Context: an optimization exercise on an open-source flow, tuned for small area, a short achievable clock period and few clock cycles per item. The choices shown serve that exercise and are no tape-out recipe.
No run shown here included a check of the RTL's function; only the layout flow was run.

==> design/flow/config.mk <==
export PLATFORM = sky130hd
export DESIGN_NAME = e203_muldiv
export DESIGN_NICKNAME = e203_muldiv
export VERILOG_FILES = /design/flow/design.v
export SDC_FILE = /design/flow/constraint.sdc
export NUM_CORES = 8
export LEC_CHECK = 0
export ABC_AREA = 1
export CAP_MARGIN = 5
export CORE_MARGIN = 2
export CORE_UTILIZATION = 45
export CTS_BUF_LIST = sky130_fd_sc_hd__clkbuf_8 sky130_fd_sc_hd__clkbuf_16
export SLEW_MARGIN = 5
==> design/flow/constraint.sdc <==
create_clock -name core_clock -period 11.0 [get_ports {clk}]
set_input_delay 2.2000 -clock core_clock [delete_from_list [all_inputs] [get_ports {clk}]]
set_output_delay 2.2000 -clock core_clock [all_outputs]
set_load 0.01 [all_outputs]
==> design/flow/design.v <==
module e203_muldiv (
  input         clk,
  input         rst_n,
  input         i_valid,
  output        i_ready,
  input  [2:0]  i_op,
  input  [31:0] i_rs1,
  input  [31:0] i_rs2,
  output        o_valid,
  input         o_ready,
  output [31:0] o_wdat
);
  function [5:0] bitlen;
    input [31:0] v;
    integer i;
    begin
      bitlen = 0;
      for (i = 0; i < 32; i = i + 1)
        if (v[i]) bitlen = i + 1;
    end
  endfunction
  function [2:0] bsel;
    input [2:0] b;
    begin
      bsel[2] = b[0] ^ b[1];
      bsel[1] = (b[2] & ~b[1] & ~b[0]) | (~b[2] & b[1] & b[0]);
      bsel[0] = b[2];
    end
  endfunction
  reg busy, done;
  wire start = i_valid & ~busy;
  assign o_valid = done;
  assign i_ready = done & o_ready;
  wire fin = done & o_ready;
  reg        isdiv, rop, qneg, anr, dsub;
  reg [3:0]  osl, osh;     
  reg        sda, sdq, sd1;   
  reg        dnorm, dfix;     
  reg [5:0]  cnt;
  reg [34:0] mc;           
  reg [33:0] pl;
  reg [33:0] acc;          
  reg [2:0]  s0, s1;       
  reg        p0, p1;       
  wire op_div = i_op[2];
  wire [32:0] xin = {(i_op[1:0] != 2'd3) & i_rs1[31], i_rs1};
  wire [32:0] yin = {(i_op[1] == 1'b0) & i_rs2[31], i_rs2};
  wire xsg = (i_op[1:0] != 2'd3), ysg = (i_op[1] == 1'b0);
  function [2:0] fits;
    input [31:0] v;
    input sg;
    begin
      fits[0] = sg ? (v[31:8] == {24{v[31]}}) : (v[31:8] == 24'd0);
      fits[1] = sg ? (v[31:12] == {20{v[31]}}) : (v[31:12] == 20'd0);
      fits[2] = sg ? (v[31:16] == {16{v[31]}}) : (v[31:16] == 16'd0);
    end
  endfunction
  wire [2:0] fxs = fits(i_rs1, 1'b1), fxu = fits(i_rs1, 1'b0);
  wire [2:0] fys = fits(i_rs2, 1'b1), fyu = fits(i_rs2, 1'b0);
  wire [2:0] fxv = xsg ? fxs : fxu, fyv = ysg ? fys : fyu;
  wire fx0 = fxv[0], fx1 = fxv[1], fx2 = fxv[2];
  wire fy0 = fyv[0], fy1 = fyv[1], fy2 = fyv[2];
  wire swap = (fx0 & ~fy0) | (fx1 & ~fy1) | (fx2 & ~fy2);
  wire f0 = fx0 | fy0, f1 = fx1 | fy1, f2 = fx2 | fy2;
  wire [3:0] ohm = {~f2, f2 & ~f1, f1 & ~f0, f0};
  wire [32:0] mpl = swap ? xin : yin;
  wire [32:0] mcd = swap ? yin : xin;
  wire [33:0] tx = {34{xin[0]}} & {yin[32], yin};
  wire [33:0] ty = {34{yin[0]}} & {xin[32], xin};
  wire [33:0] t0 = swap ? tx : ty;
  wire [7:0] bx0 = {bsel({xin[2:1], 1'b0}), bsel(xin[4:2]), xin[2], xin[4]};
  wire [7:0] by0 = {bsel({yin[2:1], 1'b0}), bsel(yin[4:2]), yin[2], yin[4]};
  wire [7:0] bs0 = swap ? bx0 : by0;
  wire a_neg = ~i_op[0] & i_rs1[31];
  wire b_neg = ~i_op[0] & i_rs2[31];
  wire [31:0] ax = i_rs1 ^ {32{a_neg}};
  wire [31:0] bx = i_rs2 ^ {32{b_neg}};
  wire [5:0] ma_c = bitlen(ax);
  wire [5:0] mb_c = bitlen(bx);
  wire bzero = (i_rs2 == 32'd0);
  function [31:0] pfor;
    input [31:0] v;
    integer i;
    begin
      pfor[31] = v[31];
      for (i = 30; i >= 0; i = i - 1) pfor[i] = pfor[i + 1] | v[i];
    end
  endfunction
  wire [31:0] ta0 = pfor(ax), tb0 = pfor(bx);
  wire [32:0] ta = a_neg ? {ta0, 1'b1} : {1'b0, ta0};
  wire [32:0] tb = {1'b0, tb0};
  wire dskip = bzero | (|(tb & ~ta));
  wire [5:0] qs = pl[5:0] + {5'd0, anr} - pl[11:6];
  function [37:0] pp;
    input [2:0] s;
    input [34:0] x;
    reg [37:0] xe;
    begin
      xe = {{3{x[34]}}, x};
      pp = (({38{s[2]}} & xe) | ({38{s[1]}} & {xe[36:0], 1'b0})) ^ {38{s[0]}};
    end
  endfunction
  wire [37:0] ra = {{4{acc[33]}}, acc};
  wire [37:0] rb = pp(s0, mc);
  wire [37:0] rc = {pp(s1, mc), {2{s1[0]}}};    
  wire [37:0] sx = ra ^ rb ^ rc;
  wire [37:0] cx1 = {(ra[36:0] & rb[36:0]) | (ra[36:0] & rc[36:0]) | (rb[36:0] & rc[36:0]), p0};
  wire [37:0] sum = sx + cx1 + {37'd0, p1};
  wire acc_ok = (sum[37] == anr);       
  always @(posedge clk or negedge rst_n) begin
    if (!rst_n) begin
      busy <= 1'b0;
      done <= 1'b0;
    end else if (fin) begin
      busy <= 1'b0;
      done <= 1'b0;
    end else if (start) begin
      busy <= 1'b1;
      done <= op_div & dskip;
    end else if (busy & ~done) begin
      done <= isdiv ? (dfix ? 1'b1 : dnorm ? 1'b0 : (cnt == 6'd1) & ~(rop ? anr : qneg))
                    : (cnt == 6'd1);
    end
  end
  wire [4:0] mnext = pl[8:4];
  always @(posedge clk) begin
    if (start) begin
      isdiv <= op_div;
      rop <= i_op[1];
      qneg <= (a_neg ^ b_neg) & ~dskip;
      osl <= (i_op == 3'd0) ? ohm : 4'b0000;
      osh <= (~i_op[2] & (i_op[1:0] != 2'd0)) ? ohm : 4'b0000;
      sda <= op_div & (i_op[1] | ((a_neg ^ b_neg) & ~dskip));
      sdq <= op_div & ~i_op[1] & ~bzero & ~((a_neg ^ b_neg) & ~dskip);
      sd1 <= op_div & ~i_op[1] & bzero;
      anr <= a_neg;
      dsub <= ~(a_neg ^ b_neg);
      if (op_div) begin
        dnorm <= ~dskip;
        dfix <= 1'b0;
        acc <= {{2{a_neg}}, i_rs1};
        mc <= {{3{b_neg}}, i_rs2};
        pl <= {22'd0, {mb_c, ma_c} & {12{~dskip}}};    
        s0 <= {2'b00, a_neg};
        s1 <= 3'b000;
        p0 <= 1'b0;
        p1 <= 1'b0;
      end else begin
        dnorm <= 1'b0;
        dfix <= 1'b0;
        cnt <= {2'b00, ohm[3], ohm[2], ohm[1] | ohm[0], ohm[1]};    
        acc <= {t0[33], t0[33:1]};
        mc <= {{2{mcd[32]}}, mcd};
        pl <= {t0[0], mpl[32:1], 1'b0};
        {s0, s1, p0, p1} <= bs0;
      end
    end else if (busy & ~done) begin
      if (isdiv) begin
        if (dnorm) begin
          dnorm <= 1'b0;
          cnt <= qs + 6'd1;
          mc <= mc << qs;
          pl <= 34'd0;
          acc <= sum[33:0];
          s0 <= {2'b10, dsub};
          p0 <= dsub;
          p1 <= 1'b0;
        end else if (dfix) begin
          acc <= sum[33:0];
        end else begin
          cnt <= cnt - 6'd1;
          mc <= {mc[34], mc[34:1]};
          if (cnt == 6'd1 & ~rop & qneg) acc <= 34'd0;
          else if (acc_ok) acc <= sum[33:0];
          pl <= {pl[32:0], acc_ok};
          if (cnt == 6'd1) begin
            dfix <= rop ? anr : qneg;
            mc <= {2'b00, pl[31:0], acc_ok};
            s0 <= rop ? 3'b000 : 3'b101;
            p0 <= ~rop;
            p1 <= rop;
          end
        end
      end else begin
        cnt <= cnt - 6'd1;
        acc <= sum[37:4];
        pl <= {sum[3:0], pl[33:4]};
        s0 <= bsel(mnext[2:0]);
        s1 <= bsel(mnext[4:2]);
        p0 <= mnext[2];
        p1 <= mnext[4];
      end
    end
  end
  wire [63:0] p0w = {{21{acc[33]}}, acc, pl[33:25]};
  wire [63:0] p1w = {{17{acc[33]}}, acc, pl[33:21]};
  wire [63:0] p2w = {{13{acc[33]}}, acc, pl[33:17]};
  wire [63:0] p3w = {acc[30:0], pl[33:1]};
  wire [31:0] mres = ({32{osl[0]}} & p0w[31:0]) | ({32{osl[1]}} & p1w[31:0])
                   | ({32{osl[2]}} & p2w[31:0]) | ({32{osl[3]}} & p3w[31:0])
                   | ({32{osh[0]}} & p0w[63:32]) | ({32{osh[1]}} & p1w[63:32])
                   | ({32{osh[2]}} & p2w[63:32]) | ({32{osh[3]}} & p3w[63:32]);
  assign o_wdat = mres | ({32{sda}} & acc[31:0]) | ({32{sdq}} & pl[31:0]) | {32{sd1}};
endmodule
==> design/flow/flow/run.sh <==
#!/bin/bash
# The standard layout (the standard.sh, unchanged synthesis) with three
# changes to how it is made:
#  - ports are buffered with a plain buffer (not a delay cell),
#  - the resizer may change a cell's drive strength even when that changes
#    the cell's width (MATCH_CELL_FOOTPRINT 0),
#  - timing repair aims for more setup slack than the design's clock needs.
set -euo pipefail
MARGIN=$(cat flow/margin.txt)
bash standard.sh SETUP_SLACK_MARGIN=$MARGIN MATCH_CELL_FOOTPRINT=0 \
  "BUFFER_PORTS_ARGS=-buffer_cell sky130_fd_sc_hd__buf_2" finish > run_make.log 2>&1
==> design/flow/flow/margin.txt <==
6.0
==> design/flow/standard.sh <==
#!/bin/bash
# synth_recipe.tcl (not shown) runs the flow's synth.tcl, then flattens the netlist and writes it again
# the make line also repeats each setting of config.mk as NAME=value (left out here)
make -C /OpenROAD-flow-scripts/flow DESIGN_CONFIG=/design/flow/config.mk WORK_HOME=/design/flow/orfs CLKGATE_MAP_FILE= SYNTH_SCRIPT=/design/flow/synth_recipe.tcl "${@:-finish}"
==> flow_metrics.py, run 1 <==
metrics = {
    "setup_path": {
        "max_stage_delay_ns": 0.47,
        "crit_fanout": 8,
        "cp.arrival_ns": 5.33,
        "r2r_cells": 25,
        "crit_type": "reg2reg",
        "slowest_stage": "fa_1",
        "regToRegStartpoint": "s1[2]",
        "cp-start-kind": "register",
        "r2r_slack_ns": 5.88,
        "cp-startpoint": "s1[2]",
        "cp.required_ns": 11.21,
        "endpoint_kind": "register",
    },
    "detailed_routing": {
        "wirelength_mm": 97.1,
        "drt_iter0_drc": 3738,
        "wl_per_cell_microns": 30.4,
        "first_pass_iters": 9,
        "num_vias": 21800,
        "vias_per_cell": 6.83,
        "drc_errors": 0,
        "antenna_left": 0,
    },
    "yosys": {
        "yosys.area.top_type": "edfxtp_1",
        "yosysTopAreaCellShare": 0.229,
        "synth.avg_cell_area_sq_um": 6.88,
        "synth-xor-area-share": 0.0756,
        "syn-cell-area_sq_um": 17600,
        "synth_edf_count": 134,
        "seq_area_frac_synth": 0.233,
        "synth_top_family_by_area": "compound AO/OA/AOI/OAI gates",
        "muxShareOfSynthArea": 0.0103,
        "ys.flop_type": "edfxtp_1",
        "synth_compound_area_frac": 0.294,
        "async_flop_share": 0.0146,
        "yosys_warnings": 1,
        "ys_ff_latch": 137,
        "yosysUniqueCellTypes": 64,
        "yosys-top-cells-area": "edfxtp_1 23%, nand2_1 11%, o21ai_0 7.3%",
        "yosys.area_share.simple": 0.209,
        "synthAdderAreaFrac": 0.0833,
        "synthesis.nets": 2717,
        "syn_inst": 2553,
    },
    "placement": {
        "portBuffers": 104,
        "place_inst": 3058,
        "place_congestion": 1.10,
        "hpwl_mm": 71.7,
    },
    "grt": {
        "grt_most_used_layer": "met2",
        "use_met1": 0.595,
        "grt_max_degree": 70,
        "met3_usage": 0.134,
        "grt_usage": 0.464,
        "grt_pass1_vias": 20000,
        "gr-total-overflow": 0,
        "antenna_found_initial": 5,
        "grt_pass1_wl_mm": 138,
        "gr-usage-met2": 0.686,
    },
    "timing": {
        "fin_setup_tns_ns": 0,
        "rsz0062_at_grt": "yes",
        "hold_violations": 0,
        "min_period_ns": 5.12,
        "fmax_ghz": 0.195,
        "slew-limit-headroom": 0.217,
        "skew_ns": 0.00526,
        "setup_viol": 0,
        "tightest_slew_ns": 1.17,
        "fin_crit_sh": 0.466,
        "holdWs_ns": 0.532,
        "drv_slew": 0,
    },
    "floorplanning": {
        "core_sq_um": 38600,
        "fp.dieH_microns": 202,
        "die_area_sq_um": 40700,
        "die_w_microns": 202,
        "top_level_ports": 105,
        "fp-row-count": 72,
        "start_util": 0.456,
    },
    "clock_tree": {
        "numCtsBuffers": 17,
        "root_buffer": "clkbuf_16",
        "path_clk_slew_ns": 0.06,
        "cts_tree": "yes",
        "clockBufferDepth": 2,
        "htreeDepth": 4,
        "cts_sinks": 137,
        "clk_latency_ns": 0.45,
    },
    "final_layout": {
        "fillers": 3944,
        "drive_gt1_frac": 0.167,
        "instances_no_fill": 3196,
        "nets": 2827,
        "post-route-util": 0.545,
        "final_cell_mix": "483 x nand2_1, 254 x inv_1, 231 x o21ai_0, 177 x nor2_1, 171 x a21oi_1",
        "area_growth_pct": 19.5,
        "final_common_cell": "nand2_1",
    },
    "hold_path": {
        "worstHoldPathCells": 2,
        "hold_path_class": "reg2reg",
        "min_from": "dfix",
    },
    "run_status": {
        "status": "complete, no violations",
    },
    "job": {
        "drv_cap": 0,
    },
}
-- per-stage QoR --
stage	instance area [sq um]	setup WS, ns
5_1_grt	21000	5.80
6_report	21000	5.88
4_1_cts	20300	5.92
3_3_place_gp	18400	4.01
3_5_place_dp	18400	3.94
2_1_floorplan	17600	5.99
-- final cells by class --
| cell class | instances | area [sq um] | area share |
|---|---|---|---|
| clock buffers | 17 | 425 | 0.0203 |
| well taps | 518 | 648 | 0.0309 |
| diodes | 2 | 5.00 | 0.000238 |
| repair inverters | 5 | 30.0 | 0.00143 |
| inverters | 288 | 1140 | 0.0545 |
| clock inverters | 15 | 119 | 0.00566 |
| flip-flops and latches | 137 | 4090 | 0.195 |
| repair buffers | 224 | 1760 | 0.0836 |
| multi-input cells | 1990 | 12800 | 0.609 |
-- worst paths after layout --
check | to
setup / recovery | acc[0]
hold / removal | dfix
setup reg to reg | acc[0]
hold reg to reg | dfix
max in group asynchronous | done
min in group asynchronous | busy
-- worst max-delay path, delay by kind of cell, from the launching register on --
family	cells	cell delay, ns
compound gates	10	1.66
fa+ha+maj	2	0.77
flops	1	0.44
simple gates	6	0.67
xor+xnor	2	0.36
buf+inv	5	0.94
-- state kept, by name, summed over array words and instances, names as in the netlist, 3 cells and up --
| register | cells |
|---|---|
| acc | 34 |
| pl | 34 |
| s1 | 3 |
| mc | 35 |
| osl | 4 |
| cnt | 6 |
| osh | 4 |
| s0 | 3 |
-- synthesized netlist by cell type (15+ instances only) --
cell type	count
o211ai_1	62
clkbuf_1	127
o22ai_1	132
a31oi_1	15
nor2_1	187
o221ai_1	44
fa_1	40
ha_1	53
a22oi_1	40
nand3_1	91
a221oi_1	38
nand2_1	513
nand4_1	21
inv_1	272
mux2i_1	18
edfxtp_1	134
xnor2_1	23
o21ai_0	257
nor3_1	24
xor2_1	125
o2111ai_1	15
a21oi_1	179
-- per-layer routing --
metal / part of all wire / up-vias
met5: 0.00059 / -
met4: 0.083 / 8
met3: 0.14 / 405
met2: 0.41 / 1896
met1: 0.37 / 10200
li1: - / 9271
-- cell families after synthesis --
kind of cell / after synthesis
mux: 18
xor+xnor: 150
simple gates: 883
fa+ha+maj: 93
flops: 137
compound gates: 839
buf+inv: 433
-- timing repair --
item,4_1_cts,5_1_grt
pin swaps,44,48
gates cloned,14,6
buffers inserted,53,31
hold buffers,0,0
endpoints found under the setup margin,147,129
gates resized for setup,140,113
==> inputs of run 2 (changes only) <==
--- a/design/flow/config.mk
+++ b/design/flow/config.mk
@@ -8,3 +8,3 @@
 export ABC_AREA = 1
-export CAP_MARGIN = 5
+export CAP_MARGIN = 20
 export CORE_MARGIN = 2
@@ -12,2 +12,2 @@
 export CTS_BUF_LIST = sky130_fd_sc_hd__clkbuf_8 sky130_fd_sc_hd__clkbuf_16
-export SLEW_MARGIN = 5
+export SLEW_MARGIN = 20
==> flow_metrics.py, run 2 <==
metrics = {
    "run_status": {
        "status": "complete, no violations",
    },
    "yosys": {
        "async_flop_share": 0.0146,
        "seq_area_frac_synth": 0.233,
        "synth.avg_cell_area_sq_um": 6.88,
        "yosys-top-cells-area": "edfxtp_1 23%, nand2_1 11%, o21ai_0 7.3%",
        "synth_top_family_by_area": "compound AO/OA/AOI/OAI gates",
        "yosys.area.top_type": "edfxtp_1",
        "yosysTopAreaCellShare": 0.229,
        "syn_inst": 2553,
        "ys_top_cells_by_count": "513 x nand2_1, 272 x inv_1, 257 x o21ai_0, 187 x nor2_1, 179 x a21oi_1",
        "yosys_warnings": 1,
        "synth_edf_count": 134,
        "synth_compound_area_frac": 0.294,
        "synthAdderAreaFrac": 0.0833,
        "syn-cell-area_sq_um": 17600,
        "yosys.area_share.simple": 0.209,
        "synth.most_common_cell": "nand2_1",
        "synth-xor-area-share": 0.0756,
        "ys.flop_type": "edfxtp_1",
        "muxShareOfSynthArea": 0.0103,
        "synthesis.nets": 2717,
        "yosysUniqueCellTypes": 64,
        "ys_ff_latch": 137,
    },
    "final_layout": {
        "final_design_area_no_fill_sq_um": 21000,
        "regMostFlops": "mc",
        "nets": 2827,
        "area_growth_pct": 19.5,
        "top_regs": "mc x35, acc x34, pl x34",
        "drive_gt1_frac": 0.167,
        "final_common_cell": "nand2_1",
        "largest_register_ffs": 35,
        "fillers": 3944,
        "final_cell_mix": "483 x nand2_1, 254 x inv_1, 231 x o21ai_0, 177 x nor2_1, 171 x a21oi_1",
    },
    "timing": {
        "skew_ns": 0.00526,
        "min_period_ns": 5.12,
        "rsz0062_at_grt": "yes",
        "fin_crit_sh": 0.466,
        "drv_slew": 0,
        "hold_violations": 0,
        "tightest_slew_ns": 1.17,
        "fmax_ghz": 0.195,
        "fin_setup_tns_ns": 0,
        "setup_viol": 0,
        "slew-limit-headroom": 0.217,
    },
    "detailed_routing": {
        "wl_per_cell_microns": 30.4,
        "antenna_left": 0,
        "drt_iter0_drc": 3738,
        "vias_per_cell": 6.83,
        "wirelength_mm": 97.1,
        "num_vias": 21800,
        "drc_errors": 0,
        "first_pass_iters": 9,
    },
    "grt": {
        "grt_pass1_vias": 20000,
        "antenna_found_initial": 5,
        "grt_usage": 0.464,
        "grt_pass1_wl_mm": 138,
        "gr-total-overflow": 0,
        "grt_max_degree": 70,
    },
    "placement": {
        "placed_area_sq_um": 18400,
        "hpwl_mm": 71.7,
        "place_congestion": 1.10,
        "portBuffers": 104,
    },
    "floorplanning": {
        "die_area_sq_um": 40700,
        "fp.dieH_microns": 202,
        "die_w_microns": 202,
        "fp-row-count": 72,
        "start_util": 0.456,
        "core_sq_um": 38600,
        "top_level_ports": 105,
    },
    "setup_path": {
        "cp-start-kind": "register",
        "cp.arrival_ns": 5.33,
        "r2r_end": "acc[0]",
        "crit_type": "reg2reg",
        "regToRegStartpoint": "s1[2]",
        "crit_fanout": 8,
        "cp.required_ns": 11.21,
        "endpoint_kind": "register",
        "r2r_cells": 25,
        "r2r_slack_ns": 5.88,
    },
    "clock_tree": {
        "clk_latency_ns": 0.45,
        "cts_sinks": 137,
        "clockBufferDepth": 2,
        "postCtsHoldBufs": 0,
        "htreeDepth": 4,
        "cts_tree": "yes",
        "path_clk_slew_ns": 0.06,
        "numCtsBuffers": 17,
        "root_buffer": "clkbuf_16",
    },
    "job": {
        "drv_cap": 0,
    },
    "hold_path": {
        "worstHoldPathCells": 2,
        "hold_path_class": "reg2reg",
        "hold-path-endpoint": "dfix",
        "min_from": "dfix",
    },
}
[run 2: cell counts after synthesis]
Identical to the previous run, type by type.
[run 2: worst max-delay path by stage]
stage / depth (start not counted) / from / endpoint
3_3_place_gp: 19 / i_rs2[31] / acc[33]
5_1_grt: 25 / s1[2] / acc[0]
6_report: 25 / s1[2] / acc[0]
2_1_floorplan: 8 / i_valid / mc[34]
4_1_cts: 22 / i_op[0] / sdq
3_5_place_dp: 19 / i_rs1[31] / acc[33]
[run 2: logic make-up after synthesis]
| group | Yosys count |
|---|---|
| and+or+nand+nor | 883 |
| muxes | 18 |
| xor gates and xnor gates | 150 |
| DFF | 137 |
| buffers and inverters | 433 |
| adders and majority gates | 93 |
| AOI/OAI and AO/OA | 839 |
[run 2: worst max-delay path: stages (launching register included)]
cell and delay [ns]:
edfxtp_1 0.44, clkinvlp_4 0.15, buf_12 0.16, o22ai_4 0.16
xor2_2 0.17, fa_1 0.47, ha_4 0.30, inv_2 0.05
nor3_2 0.17, nand2_1 0.08, nand2_2 0.12, a21boi_4 0.07
o21ai_2 0.15, a21boi_2 0.09, o21ai_2 0.26, a21oi_2 0.12
o21ai_2 0.21, a21oi_4 0.12, o21ai_4 0.30, xnor2_2 0.19
nand2_1 0.14, nand2_2 0.10, nand2_2 0.06, o21ai_4 0.18
clkinvlp_4 0.30, clkbuf_16 0.28
[run 2: layer usage]
layer | wire [microns] | vias up | share of wire | global-route usage
li1 | - | 9271 | - | -
met1 | 35700 | 10200 | 0.37 | 0.595
met2 | 40000 | 1896 | 0.41 | 0.686
met3 | 13400 | 405 | 0.14 | 0.134
met4 | 8020 | 8 | 0.083 | 0.289
met5 | 57 | - | 0.00059 | 0
[run 2: what timing repair did]
action                                  4_1_cts  5_1_grt
setup buffers                                53       31
endpoints found under the setup margin      147      129
pin swaps                                    44       48
cloned                                       14        6
resized for setup                           140      113
[run 2: area by class of cell]
cell class	count	area [sq um]	area share
Clock buffer	17	425	0.0203
Multi-Input combinational cell	1990	12800	0.609
Clock inverter	15	119	0.00566
Sequential cell	137	4090	0.195
Antenna cell	2	5.00	0.000238
Tap cell	518	648	0.0309
Timing Repair Buffer	224	1760	0.0836
Inverter	288	1140	0.0545
Timing Repair inverter	5	30.0	0.00143
[run 2: through the flow]
step / hold slack, ns / util / setup WS (ns) / instances
6_report: 0.532 / 0.545 / 5.88 / 3196
3_3_place_gp: 0.523 / 0.478 / 4.01 / 3058
5_1_grt: 0.578 / 0.545 / 5.80 / 3194
4_1_cts: 0.534 / 0.525 / 5.92 / 3157
2_1_floorplan: 0.495 / - / 5.99 / 2553
3_5_place_dp: 0.524 / 0.478 / 3.94 / 3058
==> inputs of run 3 (changes only) <==
--- a/design/flow/design.v
+++ b/design/flow/design.v
@@ -34,6 +34,6 @@
   wire fin = done & o_ready;
-  reg        isdiv, rop, qneg, anr, dsub;
+  reg        isdiv, rop, qneg, anr, bz, dsub;
   reg [3:0]  osl, osh;     
-  reg        sda, sdq, sd1;   
   reg        dnorm, dfix;     
+  reg        dfirst;          
   reg [5:0]  cnt;
@@ -47,20 +47,15 @@
   wire [32:0] yin = {(i_op[1] == 1'b0) & i_rs2[31], i_rs2};
-  wire xsg = (i_op[1:0] != 2'd3), ysg = (i_op[1] == 1'b0);
-  function [2:0] fits;
-    input [31:0] v;
-    input sg;
-    begin
-      fits[0] = sg ? (v[31:8] == {24{v[31]}}) : (v[31:8] == 24'd0);
-      fits[1] = sg ? (v[31:12] == {20{v[31]}}) : (v[31:12] == 20'd0);
-      fits[2] = sg ? (v[31:16] == {16{v[31]}}) : (v[31:16] == 16'd0);
-    end
-  endfunction
-  wire [2:0] fxs = fits(i_rs1, 1'b1), fxu = fits(i_rs1, 1'b0);
-  wire [2:0] fys = fits(i_rs2, 1'b1), fyu = fits(i_rs2, 1'b0);
-  wire [2:0] fxv = xsg ? fxs : fxu, fyv = ysg ? fys : fyu;
-  wire fx0 = fxv[0], fx1 = fxv[1], fx2 = fxv[2];
-  wire fy0 = fyv[0], fy1 = fyv[1], fy2 = fyv[2];
-  wire swap = (fx0 & ~fy0) | (fx1 & ~fy1) | (fx2 & ~fy2);
-  wire f0 = fx0 | fy0, f1 = fx1 | fy1, f2 = fx2 | fy2;
-  wire [3:0] ohm = {~f2, f2 & ~f1, f1 & ~f0, f0};
+  function [1:0] wcls;
+    input [32:0] v;
+    begin
+      if (v[32:8] == {25{v[32]}}) wcls = 2'd0;
+      else if (v[32:12] == {21{v[32]}}) wcls = 2'd1;
+      else if (v[32:16] == {17{v[32]}}) wcls = 2'd2;
+      else wcls = 2'd3;
+    end
+  endfunction
+  wire [1:0] cx = wcls(xin);
+  wire [1:0] cy = wcls(yin);
+  wire swap = cx < cy;
+  wire [1:0] cm = swap ? cx : cy;
   wire [32:0] mpl = swap ? xin : yin;
@@ -73,2 +68,5 @@
   wire [7:0] bs0 = swap ? bx0 : by0;
+  wire [3:0] ohx = 4'b0001 << cx;
+  wire [3:0] ohy = 4'b0001 << cy;
+  wire [3:0] ohm = swap ? ohx : ohy;
   wire a_neg = ~i_op[0] & i_rs1[31];
@@ -108,3 +106,6 @@
   wire [37:0] sum = sx + cx1 + {37'd0, p1};
-  wire acc_ok = (sum[37] == anr);       
+  wire rpos = (acc[33] == anr);
+  wire npos = (sum[37] == anr);
+  wire last = (cnt == 6'd1);
+  wire rfix = anr | ~npos;              
   always @(posedge clk or negedge rst_n) begin
@@ -120,3 +121,3 @@
     end else if (busy & ~done) begin
-      done <= isdiv ? (dfix ? 1'b1 : dnorm ? 1'b0 : (cnt == 6'd1) & ~(rop ? anr : qneg))
+      done <= isdiv ? (dfix ? 1'b1 : dnorm ? 1'b0 : last & ~(rop ? rfix : qneg))
                     : (cnt == 6'd1);
@@ -129,8 +130,6 @@
       rop <= i_op[1];
+      bz <= bzero;
       qneg <= (a_neg ^ b_neg) & ~dskip;
-      osl <= (i_op == 3'd0) ? ohm : 4'b0000;
-      osh <= (~i_op[2] & (i_op[1:0] != 2'd0)) ? ohm : 4'b0000;
-      sda <= op_div & (i_op[1] | ((a_neg ^ b_neg) & ~dskip));
-      sdq <= op_div & ~i_op[1] & ~bzero & ~((a_neg ^ b_neg) & ~dskip);
-      sd1 <= op_div & ~i_op[1] & bzero;
+      osl <= (i_op[1:0] == 2'd0) ? ohm : 4'b0000;
+      osh <= (i_op[1:0] != 2'd0) ? ohm : 4'b0000;
       anr <= a_neg;
@@ -167,2 +166,3 @@
           p1 <= 1'b0;
+          dfirst <= 1'b1;
         end else if (dfix) begin
@@ -171,12 +171,16 @@
           cnt <= cnt - 6'd1;
-          mc <= {mc[34], mc[34:1]};
-          if (cnt == 6'd1 & ~rop & qneg) acc <= 34'd0;
-          else if (acc_ok) acc <= sum[33:0];
-          pl <= {pl[32:0], acc_ok};
-          if (cnt == 6'd1) begin
-            dfix <= rop ? anr : qneg;
-            mc <= {2'b00, pl[31:0], acc_ok};
-            s0 <= rop ? 3'b000 : 3'b101;
-            p0 <= ~rop;
-            p1 <= rop;
+          dfirst <= 1'b0;
+          acc <= (last & ~rop & qneg) ? 34'd0 : sum[33:0];
+          s0 <= {2'b10, ~(npos ^ dsub)};
+          p0 <= ~(npos ^ dsub);
+          if (~last) begin
+            mc <= {mc[34], mc[34:1]};
+            if (~dfirst) pl <= {pl[32:0], rpos};
+          end else begin
+            pl <= dfirst ? {pl[32:0], npos} : {pl[31:0], rpos, npos};
+            dfix <= rop ? rfix : qneg;
+            if (~rop) mc <= dfirst ? {2'b00, pl[31:0], npos} : {2'b00, pl[30:0], rpos, npos};
+            s0 <= rop ? (npos ? 3'b000 : {2'b10, ~dsub}) : 3'b101;
+            p0 <= rop ? ~npos & ~dsub : 1'b1;
+            p1 <= rop & anr;
           end
@@ -202,3 +206,4 @@
                    | ({32{osh[2]}} & p2w[63:32]) | ({32{osh[3]}} & p3w[63:32]);
-  assign o_wdat = mres | ({32{sda}} & acc[31:0]) | ({32{sdq}} & pl[31:0]) | {32{sd1}};
+  wire [31:0] dres = (rop | qneg) ? acc[31:0] : (bz ? 32'hFFFFFFFF : pl[31:0]);
+  assign o_wdat = isdiv ? dres : mres;
 endmodule
--- a/design/flow/config.mk
+++ b/design/flow/config.mk
@@ -7,3 +7,2 @@
 export LEC_CHECK = 0
-export ABC_AREA = 1
 export CAP_MARGIN = 20
==> flow_metrics.py, run 3 <==
metrics = {
    "grt": {
        "grt_max_degree": 65,
        "grt_usage": 0.426,
        "grt_pass1_vias": 20000,
        "gr-total-overflow": 0,
        "grt_pass1_wl_mm": 139,
        "antenna_found_initial": 3,
    },
    "timing": {
        "fin_crit_sh": 0.495,
        "fmax_ghz": 0.184,
        "worst_slack_ns": 5.55,
        "slew-limit-headroom": 0.200,
        "rsz0062_at_grt": "yes",
        "min_period_ns": 5.45,
        "setup_viol": 0,
        "hold_violations": 0,
        "drv_slew": 0,
        "fin_setup_tns_ns": 0,
        "skew_ns": 0.0132,
        "tightest_slew_ns": 1.20,
    },
    "placement": {
        "dp_slack_ns": 4.76,
        "portBuffers": 104,
        "placed_area_sq_um": 20000,
        "hpwl_mm": 68.8,
        "place_congestion": 1.06,
    },
    "detailed_routing": {
        "drt_iter0_drc": 4287,
        "drc_errors": 0,
        "num_vias": 22300,
        "antenna_left": 0,
        "first_pass_iters": 11,
        "wl_per_cell_microns": 32.6,
        "wirelength_mm": 98.2,
        "vias_per_cell": 7.39,
    },
    "yosys": {
        "yosys-top-cells-area": "edfxtp_1 21%, a22oi_1 5.9%, nand2_1 5.9%",
        "ys.flop_type": "edfxtp_1",
        "ys_ff_latch": 136,
        "async_flop_share": 0.0147,
        "synthesis.nets": 2689,
        "yosys_warnings": 1,
        "synth.most_common_cell": "nand2_1",
        "synth.avg_cell_area_sq_um": 7.67,
        "yosysUniqueCellTypes": 84,
        "synth_edf_count": 133,
        "yosys.area.top_type": "edfxtp_1",
        "syn_inst": 2523,
        "seq_area_frac_synth": 0.210,
        "syn-cell-area_sq_um": 19400,
        "ys_top_cells_by_count": "306 x nand2_1, 215 x clkbuf_1, 191 x a21oi_1, 191 x nor2_1, 153 x a22oi_1",
        "yosysTopAreaCellShare": 0.206,
    },
    "setup_path": {
        "cp-startpoint": "mc[0]",
        "cp_common_cell": "a21o_1",
        "r2r_end": "s0[0]",
        "crit_type": "reg2reg",
        "r2r_cells": 22,
        "slowest_stage": "edfxtp_1",
        "crit_end": "s0[0]",
        "path_cells": "nand2_2 -> xor2_1 -> fa_1 -> inv_1 -> fa_2 -> a21o_1 -> a21oi_4 -> o21ai_2 -> a2111o_1 -> a22oi_2 -> o2111ai_4 -> a2111oi_4 -> nor3_2 -> a21o_1 -> xor2_2 -> ha_4 -> ha_4 -> nor3b_2 -> a21oi_1 -> o2111ai_1 -> nand2b_1 -> a21o_1",
        "cp-start-kind": "register",
        "endpoint_kind": "register",
        "crit_fanout": 8,
        "path_buf_inv": 1,
        "cp.arrival_ns": 5.67,
        "max_stage_delay_ns": 0.58,
        "crit_family": "compound AO/OA/AOI/OAI gates",
        "cp.required_ns": 11.23,
        "r2r_slack_ns": 5.55,
        "regToRegStartpoint": "mc[0]",
        "cp.depth": 22,
    },
    "final_layout": {
        "area_growth_pct": 11.9,
        "nets": 2629,
        "n_antenna_cell": 0,
        "largest_register_ffs": 35,
        "final_design_area_no_fill_sq_um": 21700,
        "drive_gt1_frac": 0.149,
        "top_regs": "mc x35, acc x34, pl x34",
        "regMostFlops": "mc",
        "final_common_cell": "nand2_1",
        "final_cell_mix": "304 x nand2_1, 182 x a21oi_1, 179 x nor2_1, 143 x a22oi_1, 141 x o21ai_0",
    },
    "floorplanning": {
        "core_sq_um": 42200,
        "die_w_microns": 211,
        "fp.dieH_microns": 211,
        "die_area_sq_um": 44700,
        "fp-row-count": 75,
        "top_level_ports": 105,
        "start_util": 0.459,
    },
    "job": {
        "drv_cap": 0,
    },
    "clock_tree": {
        "clockBufferDepth": 2,
        "path_clk_slew_ns": 0.07,
        "root_buffer": "clkbuf_16",
        "postCtsHoldBufs": 0,
        "numCtsBuffers": 17,
        "htreeDepth": 4,
        "clk_latency_ns": 0.46,
        "cts_tree": "yes",
        "cts_sinks": 136,
    },
    "hold_path": {
        "hold_path_class": "reg2reg",
    },
    "run_status": {
        "status": "complete, no violations",
    },
}
[run 3: cell count changes after synthesis, sizes merged, moves of 34 or more]
cell    delta
nand2    -211
inv      -210
o21ai    -114
a22oi    +113
o22ai    -109
xor2     -102
mux2i     +96
clkbuf    +94
xnor2     +90
nand3     -51
nor3      +45
or3       +34
[run 3: cell type report]
type	instances	area, sq um
flip-flops and latches	136	4060
fillers	4159	20600
repair buffers	190	1440
inverters	65	250
well taps	539	674
multi-input cells	2053	14700
clock buffers	17	425
clock inverters	15	129
[run 3: kinds of logic (layout without fill, tap and decap cells)]
group,after synthesis,in the layout,synth area share
buffers and inverters,337,287,0.0675
adder cells (fa/ha/maj),95,95,0.0769
multiplexers,138,138,0.0793
AND/OR/NAND/NOR,788,791,0.186
flip-flops,136,136,0.210
AO/OA/AOI/OAI,891,891,0.318
XOR/XNOR,138,138,0.0624
[run 3: per-layer routing]
metal,vias to the layer above,routed length (microns),GRT usage
li1,9405,-,-
met1,10700,36300,0.556
met2,1789,40400,0.619
met3,405,13800,0.124
met4,6,7630,0.262
met5,-,110,0.00445
[run 3: what timing repair did]
item                                    CTS  global route
endpoints found under the setup margin  116            86
buffers inserted                         16            19
pin swaps                                20            37
gates cloned                              5             4
resized for setup                        63            81
[run 3: worst register-to-register path: stages (launching register included)]
cell       delay [ns]
edfxtp_1         0.58
nand2_2          0.10
xor2_1           0.16
fa_1             0.49
inv_1            0.06
fa_2             0.35
a21o_1           0.22
a21oi_4          0.18
o21ai_2          0.09
a2111o_1         0.47
a22oi_2          0.32
o2111ai_4        0.20
a2111oi_4        0.35
nor3_2           0.10
a21o_1           0.19
xor2_2           0.25
ha_4             0.26
ha_4             0.15
nor3b_2          0.16
a21oi_1          0.07
o2111ai_1        0.21
nand2b_1         0.10
a21o_1           0.15
[run 3: through the flow]
step | utilization | hold WS, ns | instances
after floorplan | - | 0.472 | 2523
after global placement | 0.474 | 0.539 | 2938
after detailed placement | 0.474 | 0.546 | 2938
after CTS | 0.498 | 0.566 | 2991
after global routing | 0.513 | 0.642 | 3015
final | 0.513 | 0.591 | 3015
[run 3: how the worst min path moves through the flow]
| stage | end | from | depth (start not counted) | slack (ns) |
|---|---|---|---|---|
| detailed placement | dfix | dfix | 2 | 0.55 |
| finish | dfix | dfix | 2 | 0.59 |
| CTS | dfix | dfix | 2 | 0.57 |
| global route | dfix | dfix | 2 | 0.64 |
| floorplan | dfirst | dnorm | 0 | 0.47 |
| global placement | dfix | dfix | 2 | 0.54 |

port drivers added, routing unchanged:
The results above use ideal ports. As a check the final layouts listed here were re-extracted and re-timed, cells and wires unchanged.
Step 1 sets driving cells, clkbuf_16 on the clock port and buf_2 on the other inputs (assumed; they add their load-dependent delay and slew).
Step 2 moves the port delays by t, midway between the first and last clock arrival at a register: inputs arrive t later, outputs are due t later. That takes back most of the time a late clock gives input paths.
a / b / c = ideal / step 1 / step 2; a / b = the first two.
run | shift t [ns] | setup WS [ns] | clock arrival spread, ns | worst register clock-pin slew, ns
run 1 | 0.504 | 5.878 / 5.878 / 5.484 | 0.007 / 0.007 | 0.07 / 0.07
run 2 | 0.504 | 5.878 / 5.878 / 5.484 | 0.007 / 0.007 | 0.07 / 0.07
run 3 | 0.514 | 5.551 / 5.551 / 5.512 | 0.013 / 0.013 | 0.07 / 0.07
After both steps every run listed still meets setup and hold.
